What follows belongs to an exercise in optimizing a design on an open flow for a short achievable clock period and few clock cycles; a production flow would make more cautious choices.
Only simulation tests tie the RTL to the original design; equivalence was not proved.
No activity file was given, so power comes from the tool's default toggle rates.

==> wip/onyx: inputs <==
==> flow/design.v (excerpt) <==
module processor(clk,rst,imem_addr,imem_data,dmem_addr,dmem_wdata,dmem_we,dmem_rdata);
==> module processor, before the edit <==
module processor(clk,rst,imem_addr,imem_data,dmem_addr,dmem_wdata,dmem_we,dmem_rdata);
input clk,rst;
output [29:0] imem_addr;         
input [31:0] imem_data;          
output [31:0] dmem_addr;         
output [31:0] dmem_wdata;
output dmem_we;
input [31:0] dmem_rdata;         
reg [29:0] pc;                   
reg [29:0] pc_out;               
reg [31:0] d_ir;
reg [31:0] d_rs_oh, d_rt_oh;     
reg        d_kill;               
reg        e_reg_we, e_lw, e_sw, e_chk;
reg  [4:0] e_dest;
reg        e_add, e_sub, e_and, e_or, e_xor, e_sll, e_srl;
reg [31:0] e_a, e_b, e_s;
reg [29:0] e_target;
reg        m_reg_we, m_lw;
reg  [4:0] m_dest;
reg [31:0] m_res;                
reg [31:0] m_addr;               
reg [31:0] m_sd;
reg        m_sw;
wire [31:0] f_rs_oh, f_rt_oh;
reg_decode DRS(imem_data[25:21], f_rs_oh);
reg_decode DRT(imem_data[20:16], f_rt_oh);
wire [4:0] d_rs = d_ir[25:21];
wire [4:0] d_rt = d_ir[20:16];
wire c_uses_rs, c_uses_rt, c_reg_we, d_use_imm;
wire [4:0] d_dest;
wire [31:0] d_imm;
wire d_add, d_sub, d_and, d_or, d_xor, d_sll, d_srl;
wire c_lw, c_sw, c_chk, c_taken;
control_logic CONTROL(d_ir, c_uses_rs, c_uses_rt, c_reg_we, d_dest, d_use_imm, d_imm,
                      d_add, d_sub, d_and, d_or, d_xor, d_sll, d_srl,
                      c_lw, c_sw, c_chk, c_taken);
wire a_em = e_reg_we & (e_dest == d_rs);
wire b_em = e_reg_we & (e_dest == d_rt);
wire a_m  = m_reg_we & (m_dest == d_rs);
wire b_m  = m_reg_we & (m_dest == d_rt);
wire e_eq = (e_a == e_b);
wire fuse = c_chk & (e_sub | e_xor) & ((a_em & (d_rt == 5'd0)) | (b_em & (d_rs == 5'd0)));
wire d_uses_rs = c_uses_rs & ~d_kill;
wire d_uses_rt = c_uses_rt & ~d_kill;
wire d_reg_we  = c_reg_we & ~d_kill;
wire d_lw      = c_lw & ~d_kill;
wire d_sw      = c_sw & ~d_kill;
wire d_chk     = c_chk & ~fuse & ~d_kill;
wire d_taken   = (c_taken | (fuse & e_eq)) & ~d_kill;
wire [31:0] wb = m_lw ? dmem_rdata : m_res;
wire [31:0] rf_a, rf_b;
regfile REGISTER(d_rs_oh, d_rt_oh, m_dest, wb, m_reg_we, rst, clk, rf_a, rf_b);
wire stall = e_lw & ((d_uses_rs & a_em) | (d_uses_rt & b_em));
wire [31:0] d_a = a_m ? wb : rf_a;
wire [31:0] d_b = b_m ? wb : rf_b;
wire [31:0] alu_res;
alu ALU(e_a, e_b, e_add, e_sub, e_and, e_or, e_xor, e_sll, e_srl, alu_res);
wire e_redirect = e_chk & e_eq;
wire [29:0] pc_next, d_target;
Fetch fetch(pc, d_ir, d_taken, stall, e_redirect, e_target, d_target, pc_next);
always @(posedge clk or posedge rst) begin
if (rst) begin
	pc <= 30'b0;
	d_ir <= 32'b0;
	d_rs_oh <= 32'b1;
	d_rt_oh <= 32'b1;
	d_kill <= 1'b0;
	e_reg_we <= 1'b0; e_lw <= 1'b0; e_sw <= 1'b0; e_chk <= 1'b0;
	m_reg_we <= 1'b0; m_lw <= 1'b0;
	m_res <= 32'b0;
end
else begin
	pc <= pc_next;
	if (!stall) begin
		d_ir <= imem_data;
		d_rs_oh <= f_rs_oh;
		d_rt_oh <= f_rt_oh;
	end
	d_kill <= e_redirect;              
	if (stall) begin
		e_reg_we <= 1'b0; e_lw <= 1'b0; e_sw <= 1'b0; e_chk <= 1'b0;
	end else begin
		e_reg_we <= d_reg_we; e_lw <= d_lw; e_sw <= d_sw; e_chk <= d_chk;
	end
	m_reg_we <= e_reg_we; m_lw <= e_lw;
	m_res <= alu_res;
end
end
always @(posedge clk) begin
	pc_out <= rst ? 30'b0 : pc_next;
end
always @(posedge clk) begin
	e_dest <= d_dest;
	e_add <= d_add; e_sub <= d_sub; e_and <= d_and; e_or <= d_or;
	e_xor <= d_xor; e_sll <= d_sll; e_srl <= d_srl;
	e_a <= a_em ? alu_res : d_a;
	e_b <= d_use_imm ? d_imm : (b_em ? alu_res : d_b);
	e_s <= b_em ? alu_res : d_b;
	e_target <= d_target;
	m_dest <= e_dest;
	m_addr <= alu_res;
	m_sd <= e_s;
	m_sw <= e_sw;                      
end
assign imem_addr  = pc_out;
assign dmem_addr  = m_addr;
assign dmem_wdata = m_sd;
assign dmem_we    = m_sw;
endmodule
==> flow/config.mk <==
export PLATFORM = sky130hd
export DESIGN_NAME = processor
export DESIGN_NICKNAME = processor
export VERILOG_FILES = /design/flow/design.v
export SDC_FILE = /design/flow/constraint.sdc
export NUM_CORES = 4
export LEC_CHECK = 0
export ABC_CLOCK_PERIOD_IN_PS = 3000
export CAP_MARGIN = 20
export CORE_MARGIN = 2
export CORE_UTILIZATION = 40
export PLACE_DENSITY = 0.55
export SLEW_MARGIN = 20
==> flow/constraint.sdc <==
create_clock -name core_clock -period 13.0 [get_ports {clk}]
set_input_delay 2.6000 -clock core_clock [delete_from_list [all_inputs] [get_ports {clk}]]
set_output_delay 2.6000 -clock core_clock [all_outputs]
set_load 0.01 [all_outputs]
standard.sh (not shown) runs the stock make flow with config.mk's settings and CLKGATE_MAP_FILE= SYNTH_SCRIPT=/design/flow/synth_recipe.tcl, a recipe that flattens the netlist after the stock synthesis.
==> flow/flow/run.sh <==
#!/bin/bash
# Standard synthesis and layout; the timing repair steps aim for a slack
# margin well above zero so the layout runs faster than the 13 ns target.
set -euo pipefail
MARGIN=${MARGIN:-9.5}
bash standard.sh synth > log_synth.txt 2>&1
bash standard.sh SETUP_SLACK_MARGIN=$MARGIN finish > log_layout.txt 2>&1
==> wip/delta (differences from wip/onyx) <==
--- a/flow/design.v
+++ b/flow/design.v
@@ -146,8 +146,2 @@
                       c_lw, c_sw, c_chk, c_taken);
-wire a_em = e_reg_we & (e_dest == d_rs);
-wire b_em = e_reg_we & (e_dest == d_rt);
-wire a_m  = m_reg_we & (m_dest == d_rs);
-wire b_m  = m_reg_we & (m_dest == d_rt);
-wire e_eq = (e_a == e_b);
-wire fuse = c_chk & (e_sub | e_xor) & ((a_em & (d_rt == 5'd0)) | (b_em & (d_rs == 5'd0)));
 wire d_uses_rs = c_uses_rs & ~d_kill;
@@ -157,4 +151,4 @@
 wire d_sw      = c_sw & ~d_kill;
-wire d_chk     = c_chk & ~fuse & ~d_kill;
-wire d_taken   = (c_taken | (fuse & e_eq)) & ~d_kill;
+wire d_chk     = c_chk & ~d_kill;
+wire d_taken   = c_taken & ~d_kill;
 wire [31:0] wb = m_lw ? dmem_rdata : m_res;
@@ -162,2 +156,6 @@
 regfile REGISTER(d_rs_oh, d_rt_oh, m_dest, wb, m_reg_we, rst, clk, rf_a, rf_b);
+wire a_em = e_reg_we & (e_dest == d_rs);
+wire b_em = e_reg_we & (e_dest == d_rt);
+wire a_m  = m_reg_we & (m_dest == d_rs);
+wire b_m  = m_reg_we & (m_dest == d_rt);
 wire stall = e_lw & ((d_uses_rs & a_em) | (d_uses_rt & b_em));
@@ -167,3 +165,3 @@
 alu ALU(e_a, e_b, e_add, e_sub, e_and, e_or, e_xor, e_sll, e_srl, alu_res);
-wire e_redirect = e_chk & e_eq;
+wire e_redirect = e_chk & (e_a == e_b);
 wire [29:0] pc_next, d_target;
Settings changed: CORE_UTILIZATION 40 to 80, CTS_CLUSTER_DIAMETER set to 100, CTS_CLUSTER_SIZE set to 40, PLACE_DENSITY 0.55 to 0.9.
==> impl_metrics.py <==
metrics = {
    "floorplanning": {
        "die_h_microns": 298.8,
        "floorplan.rows": 108,
    },
    "synth": {
        "synth.area.mux_share_pct": 4.104,
        "synth_area_sq_um": 69540,
        "most_used_standard_cells_in_the_synthesized_netlist": "dfrtp_1, nor2_1, nand2_1",
        "post_synth_num_cell_types": 93,
        "post_synth_inst_count": 7497,
        "synth_simple_gate_area_share_pct": 13.13,
    },
    "run_status": {
        "status": "stopped before the end",
        "failed_stage": "global routing (5_1_grt)",
        "error": "[ERROR GRT-0232] Routing congestion too high. Check the congestion heatmap in the GUI.",
    },
    "clock_tree": {
        "cts.repair_timing.setup_buffer_count": 62,
        "h-tree-depth": 2,
    },
    "placement": {
        "placed_cell_area_sq_um": 71780,
        "gp_congestion": 1.147,
    },
    "grt": {
        "grt_start_max_net_pins": 104,
        "global_route_met1_utilization_pct": 85.89,
        "gr-usage-all-layers_pct": 84.68,
        "global_route.usage.met2_pct": 93.71,
    },
}
Source of the figures above: wip/delta

==> impl_metrics.py <==
metrics = {
    "grt": {
        "gr-usage-all-layers_pct": 41.53,
    },
    "placement": {
        "gp_congestion": 0.9884,
        "placed_cell_area_sq_um": 74590,
    },
    "synth": {
        "post_synth_inst_count": 7646,
        "most_used_standard_cells_in_the_synthesized_netlist": "dfrtp_1, nand2_1, a21oi_1",
        "post_synth_num_cell_types": 97,
        "synth_area_sq_um": 70310,
    },
    "clock_tree": {
        "cts.repair_timing.setup_buffer_count": 88,
        "h-tree-depth": 4,
    },
    "run_status": {
        "status": "finished clean",
    },
}
Source of the figures above: wip/onyx

Testbench counts of wip/onyx, summed over its fixed seeds: cycles 16,976.
Testbench counts of wip/delta, summed over its fixed seeds: cycles 17,082.


==> v29: inputs <==
==> flow/design.v <==
`timescale 1ns / 1ps
module alu(a,b,op_add,op_sub,op_and,op_or,op_xor,op_sll,op_srl,result);
input [31:0] a,b;
input op_add,op_sub,op_and,op_or,op_xor,op_sll,op_srl;
output [31:0] result;
wire [31:0] s_add = a + b;
wire [31:0] s_sub = a - b;
wire big = |b[31:5];
wire [31:0] s_sll = a << b[4:0];
wire [31:0] s_srl = a >> b[4:0];
assign result = ({32{op_add}} & s_add) | ({32{op_sub}} & s_sub) |
                ({32{op_and}} & (a & b)) | ({32{op_or}} & (a | b)) |
                ({32{op_xor}} & (a ^ b)) | ({32{op_sll & ~big}} & s_sll) |
                ({32{op_srl & ~big}} & s_srl);
endmodule
`timescale 1ns / 1ps
module control_logic(instr,uses_rs,uses_rt,reg_we,dest,use_imm,imm32,
                     op_add,op_sub,op_and,op_or,op_xor,op_sll,op_srl,
                     is_lw,is_sw,beq_chk,taken);
input [31:0] instr;
output uses_rs,uses_rt,reg_we,use_imm;
output [4:0] dest;
output [31:0] imm32;
output op_add,op_sub,op_and,op_or,op_xor,op_sll,op_srl;
output is_lw,is_sw,beq_chk,taken;
wire [5:0] op = instr[31:26];
wire [5:0] fn = instr[5:0];
wire [4:0] rs = instr[25:21];
wire [4:0] rt = instr[20:16];
wire [4:0] rd = instr[15:11];
wire is_r   = (op == 6'b000000);
wire f_add  = is_r & (fn == 6'b100000);
wire f_sub  = is_r & (fn == 6'b100010);
wire f_and  = is_r & (fn == 6'b100100);
wire f_or   = is_r & (fn == 6'b100101);
wire f_xor  = is_r & (fn == 6'b100110);
wire f_sll  = is_r & (fn == 6'b000000);
wire f_srl  = is_r & (fn == 6'b000010);
wire r_ok   = f_add | f_sub | f_and | f_or | f_xor | f_sll | f_srl;
wire is_ori = (op == 6'b001101);
wire is_beq = (op == 6'b000100);
wire is_j   = (op == 6'b000010);
wire same   = (rs == rt);
assign is_lw   = (op == 6'b100011);
assign is_sw   = (op == 6'b101011);
assign beq_chk = is_beq & ~same;
assign taken   = is_j | (is_beq & same);
assign uses_rs = r_ok | is_ori | is_lw | is_sw | beq_chk;
assign uses_rt = r_ok | is_sw | beq_chk;
assign dest    = r_ok ? rd : rt;
assign reg_we  = (r_ok & (rd != 5'd0)) | ((is_ori | is_lw) & (rt != 5'd0));
assign use_imm = is_ori | is_lw | is_sw;
assign imm32   = {{16{instr[15] & ~is_ori}}, instr[15:0]};
assign op_add  = f_add | is_lw | is_sw;
assign op_sub  = f_sub;
assign op_and  = f_and;
assign op_or   = f_or | is_ori;
assign op_xor  = f_xor;
assign op_sll  = f_sll;
assign op_srl  = f_srl;
endmodule
`timescale 1ns / 1ps
module regfile(sel1,sel2,WriteRegister,WriteData,RegWrite,reset,clk,ReadData1,ReadData2);
input reset,clk,RegWrite;
input [31:0] sel1,sel2;
input [4:0] WriteRegister;
input [31:0] WriteData;
output reg [31:0] ReadData1,ReadData2;
reg [31:0] RegArray [1:31];
integer i;
always @(posedge clk or posedge reset) begin
if (reset) begin
	for (i = 1; i < 32; i = i + 1) RegArray[i] <= 32'b0;
end
else begin
	if (RegWrite && WriteRegister != 5'd0) RegArray[WriteRegister] <= WriteData;
end
end
always @(*) begin
	ReadData1 = 32'b0;
	ReadData2 = 32'b0;
	for (i = 1; i < 32; i = i + 1) begin
		ReadData1 = ReadData1 | ({32{sel1[i]}} & RegArray[i]);
		ReadData2 = ReadData2 | ({32{sel2[i]}} & RegArray[i]);
	end
end
endmodule
`timescale 1ns / 1ps
module reg_decode(r,oh);
input [4:0] r;
output [31:0] oh;
assign oh = 32'b1 << r;
endmodule
`timescale 1ns / 1ps
module Fetch(pc,d_instr,d_taken,stall,e_redirect,e_target,d_target,pc_new);
input [29:0] pc;
input [31:0] d_instr;            
input d_taken,stall,e_redirect;
input [29:0] e_target;
output [29:0] d_target;          
output [29:0] pc_new;
wire [29:0] br_target = pc + {{14{d_instr[15]}},d_instr[15:0]};
wire [29:0] j_target  = {pc[29:26], d_instr[25:0]};
assign d_target = d_instr[27] ? j_target : br_target;    
assign pc_new = e_redirect ? e_target :
                stall      ? pc :
                d_taken    ? d_target : pc + 30'd1;
endmodule
`timescale 1ns / 1ps
module processor(clk,rst,imem_addr,imem_data,dmem_addr,dmem_wdata,dmem_we,dmem_rdata);
input clk,rst;
output [29:0] imem_addr;         
input [31:0] imem_data;          
output [31:0] dmem_addr;         
output [31:0] dmem_wdata;
output dmem_we;
input [31:0] dmem_rdata;         
reg [29:0] pc;                   
reg [29:0] pc_out;               
reg [31:0] d_ir;
reg [31:0] d_rs_oh, d_rt_oh;     
reg        d_kill;               
reg        e_reg_we, e_lw, e_sw, e_chk;
reg  [4:0] e_dest;
reg        e_add, e_sub, e_and, e_or, e_xor, e_sll, e_srl;
reg [31:0] e_a, e_b, e_s;
reg [29:0] e_target;
reg        m_reg_we, m_lw;
reg  [4:0] m_dest;
reg [31:0] m_res;                
reg [31:0] m_addr;               
reg [31:0] m_sd;
reg        m_sw;
wire [31:0] f_rs_oh, f_rt_oh;
reg_decode DRS(imem_data[25:21], f_rs_oh);
reg_decode DRT(imem_data[20:16], f_rt_oh);
wire [4:0] d_rs = d_ir[25:21];
wire [4:0] d_rt = d_ir[20:16];
wire c_uses_rs, c_uses_rt, c_reg_we, d_use_imm;
wire [4:0] d_dest;
wire [31:0] d_imm;
wire d_add, d_sub, d_and, d_or, d_xor, d_sll, d_srl;
wire c_lw, c_sw, c_chk, c_taken;
control_logic CONTROL(d_ir, c_uses_rs, c_uses_rt, c_reg_we, d_dest, d_use_imm, d_imm,
                      d_add, d_sub, d_and, d_or, d_xor, d_sll, d_srl,
                      c_lw, c_sw, c_chk, c_taken);
wire a_em = e_reg_we & (e_dest == d_rs);
wire b_em = e_reg_we & (e_dest == d_rt);
wire a_m  = m_reg_we & (m_dest == d_rs);
wire b_m  = m_reg_we & (m_dest == d_rt);
wire e_eq = (e_a == e_b);
wire fuse = c_chk & (e_sub | e_xor) & ((a_em & (d_rt == 5'd0)) | (b_em & (d_rs == 5'd0)));
wire d_uses_rs = c_uses_rs & ~d_kill;
wire d_uses_rt = c_uses_rt & ~d_kill;
wire d_reg_we  = c_reg_we & ~d_kill;
wire d_lw      = c_lw & ~d_kill;
wire d_sw      = c_sw & ~d_kill;
wire d_chk     = c_chk & ~fuse & ~d_kill;
wire d_taken   = (c_taken | (fuse & e_eq)) & ~d_kill;
wire [31:0] wb = m_lw ? dmem_rdata : m_res;
wire [31:0] rf_a, rf_b;
regfile REGISTER(d_rs_oh, d_rt_oh, m_dest, wb, m_reg_we, rst, clk, rf_a, rf_b);
wire stall = e_lw & ((d_uses_rs & a_em) | (d_uses_rt & b_em));
wire [31:0] d_a = a_m ? wb : rf_a;
wire [31:0] d_b = b_m ? wb : rf_b;
wire [31:0] alu_res;
alu ALU(e_a, e_b, e_add, e_sub, e_and, e_or, e_xor, e_sll, e_srl, alu_res);
wire e_redirect = e_chk & e_eq;
wire [29:0] pc_next, d_target;
Fetch fetch(pc, d_ir, d_taken, stall, e_redirect, e_target, d_target, pc_next);
always @(posedge clk or posedge rst) begin
if (rst) begin
	pc <= 30'b0;
	d_ir <= 32'b0;
	d_rs_oh <= 32'b1;
	d_rt_oh <= 32'b1;
	d_kill <= 1'b0;
	e_reg_we <= 1'b0; e_lw <= 1'b0; e_sw <= 1'b0; e_chk <= 1'b0;
	m_reg_we <= 1'b0; m_lw <= 1'b0;
	m_res <= 32'b0;
end
else begin
	pc <= pc_next;
	if (!stall) begin
		d_ir <= imem_data;
		d_rs_oh <= f_rs_oh;
		d_rt_oh <= f_rt_oh;
	end
	d_kill <= e_redirect;              
	if (stall) begin
		e_reg_we <= 1'b0; e_lw <= 1'b0; e_sw <= 1'b0; e_chk <= 1'b0;
	end else begin
		e_reg_we <= d_reg_we; e_lw <= d_lw; e_sw <= d_sw; e_chk <= d_chk;
	end
	m_reg_we <= e_reg_we; m_lw <= e_lw;
	m_res <= alu_res;
end
end
always @(posedge clk) begin
	pc_out <= rst ? 30'b0 : pc_next;
end
always @(posedge clk) begin
	e_dest <= d_dest;
	e_add <= d_add; e_sub <= d_sub; e_and <= d_and; e_or <= d_or;
	e_xor <= d_xor; e_sll <= d_sll; e_srl <= d_srl;
	e_a <= a_em ? alu_res : d_a;
	e_b <= d_use_imm ? d_imm : (b_em ? alu_res : d_b);
	e_s <= b_em ? alu_res : d_b;
	e_target <= d_target;
	m_dest <= e_dest;
	m_addr <= alu_res;
	m_sd <= e_s;
	m_sw <= e_sw;                      
end
assign imem_addr  = pc_out;
assign dmem_addr  = m_addr;
assign dmem_wdata = m_sd;
assign dmem_we    = m_sw;
endmodule
==> flow/flow/run.sh <==
#!/bin/bash
# Standard synthesis and layout; the timing repair steps aim for a slack
# margin well above zero so the layout runs faster than the 13 ns target.
set -euo pipefail
MARGIN=${MARGIN:-9.5}
bash standard.sh synth > log_synth.txt 2>&1
bash standard.sh SETUP_SLACK_MARGIN=$MARGIN finish > log_layout.txt 2>&1
==> flow/standard.sh <==
#!/bin/bash
# synth_recipe.tcl (not shown) runs the flow's synth.tcl, then flattens the netlist and writes it again
# the make line also repeats each setting of config.mk as NAME=value (left out here)
make -C /OpenROAD-flow-scripts/flow DESIGN_CONFIG=/design/flow/config.mk WORK_HOME=/design/flow/orfs CLKGATE_MAP_FILE= SYNTH_SCRIPT=/design/flow/synth_recipe.tcl "${@:-finish}"
==> flow/config.mk <==
export PLATFORM = sky130hd
export DESIGN_NAME = processor
export DESIGN_NICKNAME = processor
export VERILOG_FILES = /design/flow/design.v
export SDC_FILE = /design/flow/constraint.sdc
export NUM_CORES = 4
export LEC_CHECK = 0
export ABC_CLOCK_PERIOD_IN_PS = 3000
export CAP_MARGIN = 20
export CORE_MARGIN = 2
export CORE_UTILIZATION = 30
export PLACE_DENSITY = 0.5
export SLEW_MARGIN = 20
==> flow/constraint.sdc <==
create_clock -name core_clock -period 13.0 [get_ports {clk}]
set_input_delay 2.6000 -clock core_clock [delete_from_list [all_inputs] [get_ports {clk}]]
set_output_delay 2.6000 -clock core_clock [all_outputs]
set_load 0.01 [all_outputs]
==> v22: changes against v29 <==
==> flow/design.v, changed modules only <==
module alu(a,b,op_add,op_sub,op_and,op_or,op_xor,op_sll,op_srl,result);
input [31:0] a,b;
input op_add,op_sub,op_and,op_or,op_xor,op_sll,op_srl;
output [31:0] result;
wire [31:0] s_add = a + b;
wire [31:0] s_sub = a - b;
wire big = |b[31:5];
wire [31:0] s_sll = big ? 32'b0 : (a << b[4:0]);
wire [31:0] s_srl = big ? 32'b0 : (a >> b[4:0]);
assign result = ({32{op_add}} & s_add) | ({32{op_sub}} & s_sub) |
                ({32{op_and}} & (a & b)) | ({32{op_or}} & (a | b)) |
                ({32{op_xor}} & (a ^ b)) | ({32{op_sll}} & s_sll) |
                ({32{op_srl}} & s_srl);
endmodule
module regfile(ReadRegister1,ReadRegister2,WriteRegister,WriteData,RegWrite,reset,clk,ReadData1,ReadData2);
input reset,clk,RegWrite;
input [4:0] ReadRegister1,ReadRegister2,WriteRegister;
input [31:0] WriteData;
output [31:0] ReadData1,ReadData2;
reg [31:0] RegArray [1:31];
integer i;
always @(posedge clk or posedge reset) begin
if (reset) begin
	for (i = 1; i < 32; i = i + 1) RegArray[i] <= 32'b0;
end
else begin
	if (RegWrite && WriteRegister != 5'd0) RegArray[WriteRegister] <= WriteData;
end
end
wire [31:0] r1 = (ReadRegister1 == 5'd0) ? 32'b0 : RegArray[ReadRegister1];
wire [31:0] r2 = (ReadRegister2 == 5'd0) ? 32'b0 : RegArray[ReadRegister2];
assign ReadData1 = (RegWrite && WriteRegister == ReadRegister1 && ReadRegister1 != 5'd0) ? WriteData : r1;
assign ReadData2 = (RegWrite && WriteRegister == ReadRegister2 && ReadRegister2 != 5'd0) ? WriteData : r2;
endmodule
module fwd_mux(sel_em,sel_mw,em,mw,d,o);
input sel_em,sel_mw;
input [31:0] em,mw,d;
output [31:0] o;
assign o = sel_em ? em : (sel_mw ? mw : d);
endmodule
module processor(clk,rst,imem_addr,imem_data,dmem_addr,dmem_wdata,dmem_we,dmem_rdata);
input clk,rst;
output [29:0] imem_addr;         
input [31:0] imem_data;          
output [31:0] dmem_addr;         
output [31:0] dmem_wdata;
output dmem_we;
input [31:0] dmem_rdata;         
reg [29:0] pc;
reg [31:0] d_ir;
reg        e_reg_we, e_lw, e_sw, e_chk;
reg  [4:0] e_dest;
reg        e_add, e_sub, e_and, e_or, e_xor, e_sll, e_srl;
reg        e_fa_em, e_fa_mw, e_fb_em, e_fb_mw, e_fs_em, e_fs_mw;
reg [31:0] e_a, e_b, e_s;
reg [29:0] e_target;
reg        m_reg_we, m_lw, m_sw;
reg  [4:0] m_dest;
reg [31:0] m_res, m_sd;
reg        w_reg_we;
reg  [4:0] w_dest;
reg [31:0] w_res;
wire [4:0] d_rs = d_ir[25:21];
wire [4:0] d_rt = d_ir[20:16];
wire d_uses_rs, d_uses_rt, d_reg_we, d_use_imm;
wire [4:0] d_dest;
wire [31:0] d_imm;
wire d_add, d_sub, d_and, d_or, d_xor, d_sll, d_srl;
wire d_lw, d_sw, d_chk, d_taken;
control_logic CONTROL(d_ir, d_uses_rs, d_uses_rt, d_reg_we, d_dest, d_use_imm, d_imm,
                      d_add, d_sub, d_and, d_or, d_xor, d_sll, d_srl,
                      d_lw, d_sw, d_chk, d_taken);
wire [31:0] rf_a, rf_b;
regfile REGISTER(d_rs, d_rt, w_dest, w_res, w_reg_we, rst, clk, rf_a, rf_b);
wire a_em = e_reg_we & (e_dest == d_rs);
wire a_mw = m_reg_we & (m_dest == d_rs);
wire b_em = e_reg_we & (e_dest == d_rt);
wire b_mw = m_reg_we & (m_dest == d_rt);
wire stall = e_lw & ((d_uses_rs & a_em) | (d_uses_rt & b_em));
wire [31:0] op_a, op_b, op_s, alu_res;
fwd_mux FA(e_fa_em, e_fa_mw, m_res, w_res, e_a, op_a);
fwd_mux FB(e_fb_em, e_fb_mw, m_res, w_res, e_b, op_b);
fwd_mux FS(e_fs_em, e_fs_mw, m_res, w_res, e_s, op_s);
alu ALU(op_a, op_b, e_add, e_sub, e_and, e_or, e_xor, e_sll, e_srl, alu_res);
wire e_redirect = e_chk & (op_a == op_b);
wire [29:0] pc_next, d_target;
Fetch fetch(pc, d_ir, d_taken, stall, e_redirect, e_target, d_target, pc_next);
always @(posedge clk or posedge rst) begin
if (rst) begin
	pc <= 30'b0;
	d_ir <= 32'b0;
	e_reg_we <= 1'b0; e_lw <= 1'b0; e_sw <= 1'b0; e_chk <= 1'b0;
	m_reg_we <= 1'b0; m_lw <= 1'b0; m_sw <= 1'b0;
	w_reg_we <= 1'b0;
end
else begin
	pc <= pc_next;
	if (e_redirect) d_ir <= 32'b0;             
	else if (!stall) d_ir <= imem_data;
	if (stall) begin
		e_reg_we <= 1'b0; e_lw <= 1'b0; e_sw <= 1'b0; e_chk <= 1'b0;
	end else begin
		e_reg_we <= d_reg_we; e_lw <= d_lw; e_sw <= d_sw; e_chk <= d_chk;
	end
	m_reg_we <= e_reg_we; m_lw <= e_lw; m_sw <= e_sw;
	w_reg_we <= m_reg_we;
end
end
always @(posedge clk) begin
	e_dest <= d_dest;
	e_add <= d_add; e_sub <= d_sub; e_and <= d_and; e_or <= d_or;
	e_xor <= d_xor; e_sll <= d_sll; e_srl <= d_srl;
	e_fa_em <= a_em;
	e_fa_mw <= a_mw;
	e_fb_em <= b_em & ~d_use_imm;
	e_fb_mw <= b_mw & ~d_use_imm;
	e_fs_em <= b_em;
	e_fs_mw <= b_mw;
	e_a <= rf_a;
	e_b <= d_use_imm ? d_imm : rf_b;
	e_s <= rf_b;
	e_target <= d_target;
	m_dest <= e_dest;
	m_res <= alu_res;
	m_sd <= op_s;
	w_dest <= m_dest;
	w_res <= m_lw ? dmem_rdata : m_res;
end
assign imem_addr  = pc;
assign dmem_addr  = m_res;
assign dmem_wdata = m_sd;
assign dmem_we    = m_sw;
endmodule
// module reg_decode removed
==> flow/run.sh (new file) <==
#!/bin/bash
# synth_recipe.tcl (not shown) runs the flow's synth.tcl, then flattens the netlist and writes it again
# the make line also repeats each setting of config.mk as NAME=value (left out here)
make -C /OpenROAD-flow-scripts/flow DESIGN_CONFIG=/design/flow/config.mk WORK_HOME=/design/flow/orfs CLKGATE_MAP_FILE= SYNTH_SCRIPT=/design/flow/synth_recipe.tcl finish
--- a/flow/config.mk
+++ b/flow/config.mk
@@ -10,4 +10,5 @@
 export CORE_MARGIN = 2
 export CORE_UTILIZATION = 30
 export PLACE_DENSITY = 0.5
+export SETUP_SLACK_MARGIN = 5
 export SLEW_MARGIN = 20
removed: flow/flow/run.sh
removed: flow/standard.sh
==> notes <==
Of v29 and v22, v22 has the higher hold slack (gap 0.040 ns). Of v22 and v29, v29 has the higher clock power (gap about 6%, measured against v29). Register-to-register slack: v22 is lower than v29 (2.0 ns). Between v22 and v29, the lower via count is in v22 (gap 9.8%, measured against v29). Of v29 and v22, v29 has the higher design area (gap about 5.5%, measured against v22). Sequential cell count: v22 is lower than v29 (81). Of v29 and v22, v29 has the higher sequential share of layout area (gap 0.73 points). Of v22 and v29, v29 has the higher global-route usage (gap 3.1 points).
==> figures <==
metric	v22	v29
Core region area	236000 um2	233000 um2
Slew HR	0.158	0.145
Starting DRC count in detailed routing	9282	10900
Data required, critical path	13.70 ns	10.40 ns
Power Clock	4.50 mW	4.79 mW
Final Net Count	6899	7883
Vias in the first global route	61600	66300
Post-Synth Adder-Cell Area	0.0245	0.0233
Register cell area after layout	31600 um2	34000 um2
Share of power burned in registers	0.433	0.375
Non-clock buffer area fraction after layout	0.0404	0.0747
P_leak	35.8 nW	34.6 nW
Status	complete, no violations	complete, no violations
Internal power	7.16 mW	9.05 mW
Plain + repair buffers	379	569
Total clock sinks	1312	1393
Initial core utilization	0.302	0.302
Global-route met2 utilization	0.433	0.449
Testbench counts of v29, summed over its fixed seeds: cycles 16,976.
Testbench counts of v22, summed over its fixed seeds: cycles 17,082.

## afterwards: timing with drivers on the ports
No port has a modelled driver above. Below, the same layouts with a new extraction and two added sets of constraints. Step 1 (the two cells are an assumption about what drives the block):
set clk [get_ports {clk}]
set_driving_cell -lib_cell sky130_fd_sc_hd__clkbuf_16 $clk
set_driving_cell -lib_cell sky130_fd_sc_hd__buf_2 [delete_from_list [all_inputs] $clk]
Step 2 times the ports against the registers' clock, not the clock port: input delays grow and output delays shrink by t, the midpoint of the rising clock arrivals with the driver on. a / b / c = no drivers / after step 1 / after step 2; a / b = the first two.
run | t (ns) | setup WS [ns] | hold WS [ns]
wip/onyx | 0.917 | 9.075 / 8.977 / 8.584 | 0.321 / 0.321 / 0.321
v29 | 0.930 | 9.019 / 8.926 / 8.473 | 0.329 / 0.329 / 0.329
v22 | 0.927 | 7.216 / 7.216 / 6.865 | 0.369 / 0.369 / 0.369
After both steps setup and hold are still met in every run listed. For v29, which loses most, drivers alone change the setup slack by -0.093 ns; drivers and shift together by -0.546 ns. The worst setup slack also covers recovery checks on asynchronous resets.
